Source: an optimization exercise on an open RTL-to-GDS flow (aim: small area). Production flows keep margins and buffers that such runs may drop.
At most, simulation tests tie the RTL to the original design; equivalence was not proved.
Power is estimated from default activity; no workload was simulated.

## run A
## Config
module Config (CLK, RST, Rx, ComActive, ReceiveLED, s_clk, s_data, SelfWriteData, SelfWriteStrobe, ConfigWriteData, ConfigWriteStrobe, FrameAddressRegister, LongFrameStrobe, RowSelect);
Size in the first run: roughly 900 cells after synthesis, roughly 240 flip-flops, about 110 I/O pins, about 9700 um2 of cells after synthesis.
==> flow/config.mk <==
export PLATFORM = sky130hd
export DESIGN_NAME = Config
export DESIGN_NICKNAME = Config
export VERILOG_FILES = /design/flow/design.v
export SDC_FILE = /design/flow/constraint.sdc
export NUM_CORES = 4
export LEC_CHECK = 0
export CAP_MARGIN = 20
export CORE_MARGIN = 2
export CORE_UTILIZATION = 65
export CTS_BUF_LIST = sky130_fd_sc_hd__clkbuf_16
export CTS_CLUSTER_DIAMETER = 80
export CTS_CLUSTER_SIZE = 36
export PLACE_DENSITY = 0.75
export SLEW_MARGIN = 20
==> flow/constraint.sdc <==
create_clock -name core_clock -period 10.0 [get_ports {CLK}]
set_input_delay 2.0000 -clock core_clock [delete_from_list [all_inputs] [get_ports {CLK}]]
set_output_delay 2.0000 -clock core_clock [all_outputs]
set_load 0.01 [all_outputs]
run.sh (not shown) runs the stock make flow with config.mk's settings and CLKGATE_MAP_FILE= SYNTH_SCRIPT=/design/flow/synth_recipe.tcl, a recipe that flattens the netlist after the stock synthesis.
### run A -> run B
Settings: CTS_CLUSTER_SIZE: 36 -> 18; CTS_CLUSTER_DIAMETER: 80 -> 60; CTS_BUF_LIST: sky130_fd_sc_hd__clkbuf_16 -> sky130_fd_sc_hd__clkbuf_8.
==> flow/flow/run.sh (new file) <==
#!/bin/bash
# The standard layout (the standard.sh: standard synthesis, floorplan, power grid,
# tap cells, placement, CTS, routing), with two changes to how cells are chosen:
#  - the port buffers that every input and output gets are sky130_fd_sc_hd__buf_1
#  - CTS uses clkbuf_8 leaf clusters of at most 18 sinks and inserts no dummy loads
# ORFS writes each step's full log under orfs/logs/; make's own output goes to flow_make.log.
set -euo pipefail
bash standard.sh \
  "BUFFER_PORTS_ARGS=-buffer_cell sky130_fd_sc_hd__buf_1" \
  "CTS_ARGS=-sink_clustering_enable -repair_clock_nets -dont_use_dummy_load -buf_list sky130_fd_sc_hd__clkbuf_8 -sink_clustering_size 18 -sink_clustering_max_diameter 60" \
  finish > flow_make.log 2>&1
==> flow/standard.sh (new file) <==
#!/bin/bash
# synth_recipe.tcl (not shown) runs the flow's synth.tcl, then flattens the netlist and writes it again
# the make line also repeats each setting of config.mk as NAME=value (left out here)
make -C /OpenROAD-flow-scripts/flow DESIGN_CONFIG=/design/flow/config.mk WORK_HOME=/design/flow/orfs CLKGATE_MAP_FILE= SYNTH_SCRIPT=/design/flow/synth_recipe.tcl "${@:-finish}"
removed: flow/run.sh
Across run B and run A, none had a timing, DRC or antenna violation.
Taking run A as the reference, in run B signed area change from the synthesized netlist to the final layout lost 8.4 points; final routed wirelength across all metal layers has decreased; minimum setup slack among reg-to-reg paths dropped 0.08 ns; fraction of layout cells with a size suffix above 1 level.
Run B vs run A — via count climbed slightly
Going from run A to run B, minimum clock period has decreased; CTS buffer count has increased.
Looking at global-route usage across run B and run A, the one that comes out higher is run A.
Function was not checked in any run of this note: the RTL went through the layout flow alone.

---

Config, a different RTL version from the one above (not shown whole).
For scale: roughly 240 flip-flops, ~8500 um2 of cells after synthesis.
// Config
module Config (CLK, RST, Rx, ComActive, ReceiveLED, s_clk, s_data, SelfWriteData, SelfWriteStrobe, ConfigWriteData, ConfigWriteStrobe, FrameAddressRegister, LongFrameStrobe, RowSelect);
Settings: LEC_CHECK=0, CAP_MARGIN=20, CORE_MARGIN=2, CORE_UTILIZATION=65, PLACE_DENSITY=0.75, SLEW_MARGIN=20, SYNTH_HIERARCHICAL=1; clock period 10.0 ns.
standard.sh (not shown) runs the stock make flow with config.mk's settings and CLKGATE_MAP_FILE= SYNTH_SCRIPT=/design/flow/synth_recipe.tcl, a recipe that flattens the netlist after the stock synthesis.
==> flow/flow/run.sh <==
#!/bin/bash
# The standard layout (the standard.sh: standard synthesis, floorplan, power grid,
# tap cells, placement, CTS, routing), with two changes to how cells are chosen:
#  - the port buffers that every input and output gets are sky130_fd_sc_hd__buf_1
#  - CTS uses clkbuf_8 leaf clusters of at most 16 sinks within 40 um and inserts no dummy loads
# ORFS writes each step's full log under orfs/logs/; make's own output goes to flow_make.log.
set -euo pipefail
bash standard.sh \
  "BUFFER_PORTS_ARGS=-buffer_cell sky130_fd_sc_hd__buf_1" \
  "CTS_ARGS=-sink_clustering_enable -repair_clock_nets -dont_use_dummy_load -buf_list sky130_fd_sc_hd__clkbuf_8 -sink_clustering_size 16 -sink_clustering_max_diameter 40" \
  finish > flow_make.log 2>&1
The baseline finished clean.
==> next run, changes <==
==> flow/flow/run.sh (replaced) <==
#!/bin/bash
# The standard layout (the standard.sh: standard synthesis, floorplan, power grid,
# tap cells, placement, CTS, routing), with two changes to how cells are chosen:
#  - the port buffers that every input and output gets are sky130_fd_sc_hd__buf_1
#  - CTS uses clkbuf_4 leaf clusters of at most 8 sinks and inserts no dummy loads
# ORFS writes each step's full log under orfs/logs/; make's own output goes to flow_make.log.
set -euo pipefail
bash standard.sh \
  "BUFFER_PORTS_ARGS=-buffer_cell sky130_fd_sc_hd__buf_1" \
  "CTS_ARGS=-sink_clustering_enable -repair_clock_nets -dont_use_dummy_load -buf_list sky130_fd_sc_hd__clkbuf_4 -sink_clustering_size 8 -sink_clustering_max_diameter 60" \
  finish > flow_make.log 2>&1
Result:
- die area stays the same
- worst hold slack stays flat
- synthesized area does not change
- critical path depth is unchanged
==> next run, changes <==
==> flow/flow/run.sh (replaced) <==
#!/bin/bash
# The standard layout (the standard.sh: standard synthesis, floorplan, power grid,
# tap cells, placement, CTS, routing), with two changes to how cells are chosen:
#  - the port buffers that every input and output gets are sky130_fd_sc_hd__buf_1
#  - CTS uses clkbuf_16 leaf clusters of at most 30 sinks and inserts no dummy loads
# ORFS writes each step's full log under orfs/logs/; make's own output goes to flow_make.log.
set -euo pipefail
bash standard.sh \
  "BUFFER_PORTS_ARGS=-buffer_cell sky130_fd_sc_hd__buf_1" \
  "CTS_ARGS=-sink_clustering_enable -repair_clock_nets -dont_use_dummy_load -buf_list sky130_fd_sc_hd__clkbuf_16 -sink_clustering_size 30 -sink_clustering_max_diameter 60" \
  finish > flow_make.log 2>&1
Sequential power is about the same.
Fmax is lower by 1.1%.
Register-to-register slack gets worse by 0.06 ns.
First-iteration DRC count grows by about 3.4%.
Sequential share of layout area decreases by 0.47 points.
Synthesized cell count stays the same.
Design area climbs by about 0.9%.
Routed wire length grows by about 0.8%.
Combinational power is about the same.
Via count stays flat.
==> next run, changes <==
==> flow/flow/run.sh (replaced) <==
#!/bin/bash
# The standard layout (the standard.sh: standard synthesis, floorplan, power grid,
# tap cells, placement, CTS, routing), with two changes to how cells are chosen:
#  - the port buffers that every input and output gets are sky130_fd_sc_hd__buf_1
#  - CTS uses clkbuf_4 leaf clusters of at most 10 sinks and inserts no dummy loads
# ORFS writes each step's full log under orfs/logs/; make's own output goes to flow_make.log.
set -euo pipefail
bash standard.sh \
  "BUFFER_PORTS_ARGS=-buffer_cell sky130_fd_sc_hd__buf_1" \
  "CTS_ARGS=-sink_clustering_enable -repair_clock_nets -dont_use_dummy_load -buf_list sky130_fd_sc_hd__clkbuf_4 -sink_clustering_size 10 -sink_clustering_max_diameter 60" \
  finish > flow_make.log 2>&1
The new run passed the timing, DRC and antenna checks.
Hold slack improved by 0.0037 ns.
Clock skew decreases by 0.020 ns.
Die area is unchanged.
Clock-buffer cell count rose by 13.
Setup slack gets better by 0.054 ns.
Final area went down by 1.6%.
Routed wire length drops by 1.6%.
Via count stays flat.
==> next run, changes <==
--- a/flow/flow/run.sh
+++ b/flow/flow/run.sh
@@ -3,5 +3,6 @@
 # tap cells, placement, CTS, routing), with two changes to how cells are chosen:
 #  - the port buffers that every input and output gets are sky130_fd_sc_hd__buf_1
-#  - CTS uses clkbuf_4 leaf clusters of at most 10 sinks and inserts no dummy loads
+#  - CTS builds the clock tree from clkbuf_4 with leaf clusters of at most 10 sinks,
+#    and inserts no dummy loads
 # ORFS writes each step's full log under orfs/logs/; make's own output goes to flow_make.log.
 set -euo pipefail
Effect: Sequential power barely changes; critical path depth stays the same; routed wire length does not change; fmax stays the same; first-iteration DRC count is unchanged; cell area is unchanged; setup slack is unchanged; via count is unchanged; utilization does not change; area after synthesis stays the same; non-clock buffer count does not change.

[re-timing with driven ports]
No port has a modelled driver above. Below, the same layouts with a new extraction and two added sets of constraints.
Step 1 (the two cells are an assumption about what drives the block):
set clk [get_ports {CLK}]
set_driving_cell -lib_cell sky130_fd_sc_hd__clkbuf_16 $clk
set_driving_cell -lib_cell sky130_fd_sc_hd__buf_2 [delete_from_list [all_inputs] $clk]
Step 2 times the ports against the registers' clock, not the clock port: input delays grow and output delays shrink by t, the midpoint of the rising clock arrivals with the driver on.
Three values: no drivers, after step 1, after step 2; two values: the first two.
| run | t (ns) | setup WS [ns] | worst setup path at the end | worst register clock-pin slew, ns | pins driven straight from the clock port |
|---|---|---|---|---|---|
| run A | 0.500 | 4.324 / 4.289 / 4.289 | input to output | 0.12 / 0.12 | 1 |
| run B | 0.520 | 5.111 / 5.090 / 5.090 | input to output | 0.11 / 0.11 | 1 |
| the first run of note 2 | 0.548 | 4.260 / 4.260 / 4.260 | register to register | 0.09 / 0.09 | 1 |
| the second run of note 2 | 0.615 | 4.303 / 4.303 / 4.303 | register to register | 0.10 / 0.10 | 1 |
| the third run of note 2 | 0.495 | 4.239 / 4.239 / 4.239 | register to register | 0.11 / 0.11 | 1 |
| the fourth run of note 2 | 0.665 | 4.292 / 4.292 / 4.292 | register to register | 0.12 / 0.12 | 1 |
| the fifth run of note 2 | 0.665 | 4.292 / 4.292 / 4.292 | register to register | 0.12 / 0.12 | 1 |
After both steps setup and hold are still met in every run listed. The setup slack of run A, which loses most, moves by -0.035 ns with the drivers and by -0.035 ns with both steps.
